Source: an optimization exercise on an open RTL-to-GDS flow (aim: small area and a short achievable clock period). Production flows keep margins and buffers that such runs may drop. In this exercise RTL edits were held to simulation tests only and were not proved equivalent to the original.

== oak ==
==> flow/design.v (excerpt) <==
module sub_module16(
  input clk,rst,en,
  input signed [7:0] data1,data2,data3,data4,data5,data6,data7,data8,
  input signed [4:0] addr1,addr2,addr3,addr4,addr5,addr6,addr7,addr8,
  output signed [10:0] out1,out1_2,out1_3,out1_4,out1_5,out1_6,out1_7,out1_8,
  output signed [10:0] out2,out2_2,out2_3,out2_4,out2_5,out2_6,out2_7,out2_8,
  output signed [11:0] sum_out1,sum_out2,sum_out3,sum_out4,sum_out5,sum_out6,sum_out7,sum_out8,
  output signed [12:0] final_sum1,final_sum2,final_sum3,final_sum4,final_sum5,final_sum6,final_sum7,final_sum8,
  output signed [13:0] partial_sum14,partial_sum14_1,partial_sum14_2,partial_sum14_3,
  output signed [14:0] partial_sum15,partial_sum15_1,
  output signed [15:0] partial_sum16
);
Size: roughly 2700 cells after synthesis, ~21000 um^2 of cells after synthesis.
clock: 13.0 ns
lec_check: 0
cap_margin: 20
core_margin: 2
core_utilization: 45
cts_buf_list: sky130_fd_sc_hd__clkbuf_4 sky130_fd_sc_hd__clkbuf_8
gpl_timing_driven: 0
place_density: 0.57
setup_slack_margin: -0.2
slew_margin: 20
standard.sh (not shown) runs the stock make flow with config.mk's settings and CLKGATE_MAP_FILE= SYNTH_SCRIPT=/design/flow/synth_recipe.tcl, a recipe that flattens the netlist after the stock synthesis.
==> flow/flow/run.sh <==
#!/bin/bash
# The standard ORFS layout (standard.sh, unchanged synthesis) with two changes
# before global placement:
#  - the buffers that synthesis left in the netlist are removed, as the
#    standard flow does only when timing-driven placement is on;
#  - every port gets a sky130_fd_sc_hd__buf_1 as its buffer rather than the
#    larger cell buffer_ports picks by default (the resizer may still upsize it).
# make's whole output goes to standard.log; ORFS keeps each step's log under orfs/logs.
set -euo pipefail
work=$(pwd)
export PRE_GLOBAL_PLACE_TCL="$work/flow/pre_global_place.tcl"
export BUFFER_PORTS_ARGS="-buffer_cell sky130_fd_sc_hd__buf_1"
bash standard.sh > "$work/standard.log" 2>&1
==> flow/flow/pre_global_place.tcl <==
# Sourced by ORFS's global_place.tcl before it buffers the ports.
remove_buffers
### oak -> pine
diff --git a/flow/config.mk b/flow/config.mk
--- a/flow/config.mk
+++ b/flow/config.mk
@@ -8,8 +8,7 @@
 export CAP_MARGIN = 20
 export CORE_MARGIN = 2
-export CORE_UTILIZATION = 45
+export CORE_UTILIZATION = 50
 export CTS_BUF_LIST = sky130_fd_sc_hd__clkbuf_4 sky130_fd_sc_hd__clkbuf_8
 export GPL_TIMING_DRIVEN = 0
-export PLACE_DENSITY = 0.57
-export SETUP_SLACK_MARGIN = -0.2
+export PLACE_DENSITY = 0.62
 export SLEW_MARGIN = 20
The worst hold margin number comes out higher for oak vs pine.
Detailed-routed wire length on met2 down 950 um in pine wrt oak
Against oak, pine comes in 2.9 points higher on met1 capacity usage during global routing.
Relative to oak, the horizontal die dimension measured on pine has decreased by a few percent.
Compared with oak, in pine sequential share of layout area shows no meaningful change, critical path depth rose by 2.7%.
> inputs changed (pine -> birch)
diff --git a/flow/config.mk b/flow/config.mk
--- a/flow/config.mk
+++ b/flow/config.mk
@@ -12,3 +12,4 @@
 export GPL_TIMING_DRIVEN = 0
 export PLACE_DENSITY = 0.62
+export SETUP_SLACK_MARGIN = -0.2
 export SLEW_MARGIN = 20
[summary]
- pine → birch: multi-input gate area in the final layout fell by about 2%; average cell area after synthesis essentially unchanged.
- The non-clock buffer total of the final layout of birch falls short of that of pine by about 2.8%.
- Against pine, the final cell area of birch is lower.
- birch vs pine, instance count: birch lower
- Any difference in mux share of post-synthesis cell area between birch and pine is small enough to ignore.
- Compared to pine, the router laid down less metal wire for birch.
- Against pine as the reference, birch delivers a higher worst path arrival time.
For maple, these inputs were changed with respect to birch:
diff --git a/flow/config.mk b/flow/config.mk
--- a/flow/config.mk
+++ b/flow/config.mk
@@ -11,5 +11,5 @@
 export CTS_BUF_LIST = sky130_fd_sc_hd__clkbuf_4 sky130_fd_sc_hd__clkbuf_8
 export GPL_TIMING_DRIVEN = 0
-export PLACE_DENSITY = 0.62
+export PLACE_DENSITY = 0.7
 export SETUP_SLACK_MARGIN = -0.2
 export SLEW_MARGIN = 20
### Flow results
Cmp maple vs birch: layout cell share with drive strength beyond 1 higher in maple. birch → maple: count of non-filler cells in the finished layout roughly the same; critical path depth moved down; clock-cell share of area has increased. Looking at via count of the first global-routing pass, maple sits 1.5% above birch. The lower aggregate routed wire length came out of birch. | utilization | maple vs birch | 0.90 points higher |. Between maple and birch, final-layout worst hold slack is lower for maple, birch comes in above that. birch has lower cell area than maple. Sequential share of layout area across maple and birch: no real change.

---

## the baseline
Another version of the RTL of sub_module16 (not shown whole).
Size: roughly 64 flip-flops, about 590 I/O pins, roughly 0.022 mm2 of cells after synthesis.
export LEC_CHECK = 0
export CAP_MARGIN = 20
export CORE_MARGIN = 2
export CORE_UTILIZATION = 50
export GPL_TIMING_DRIVEN = 0
export PLACE_DENSITY = 0.62
export SLEW_MARGIN = 20
create_clock -name core_clock -period 13.0 [get_ports {clk}]
Scripts as last shown in full above: flow/flow/run.sh, flow/flow/pre_global_place.tcl
> inputs changed (the baseline -> the candidate)
- setting ABC_AREA to 1 for the first time
Notes after the runs:
Run comparison: the candidate critical path launch point en; the baseline critical path launch point addr1[1]
Diff the baseline -> the candidate: multi-input combinational cell area decreased 4.2%, global-route usage lower.
Compared the candidate vs the baseline, and HPWL after detailed placement is up in the candidate.
The largest stage delay on the critical path of the baseline and that of the candidate are within noise of each other.
The baseline: all stages complete, timing, DRC and antenna checks passed
Looking at the reports, the candidate completed the entire flow and the layout it produced met the timing, design-rule and antenna checks.

what the ideal ports hide:
Ports are ideal in the flow. The routed layouts listed here were re-timed in OpenROAD. Step 1, drivers: a clkbuf_16 drives clk and a buf_2 each remaining input, both assumed. Step 2, shift: input delay + t, output delay - t, t = (earliest + latest rising clock arrival at the registers) / 2. This alone moves slack from input paths to output paths. a / b / c = ideal / step 1 / step 2; a / b = the first two.
run | t (ns) | setup WS [ns] | cell pins on the clock port's net
oak | 0.472 | 0.246 / 0.222 / 0.222 | 1
pine | 0.470 | 0.398 / 0.360 / 0.360 | 1
birch | 0.475 | 0.264 / 0.221 / 0.221 | 1
maple | 0.483 | 0.198 / 0.154 / 0.154 | 1
the baseline | 0.438 | 0.425 / 0.378 / 0.378 | 1
the candidate | 0.453 | 0.511 / 0.455 / 0.455 | 1
After both steps every run listed still meets setup and hold. For the candidate, which loses most, drivers alone change the setup slack by -0.056 ns; drivers and shift together by -0.056 ns.
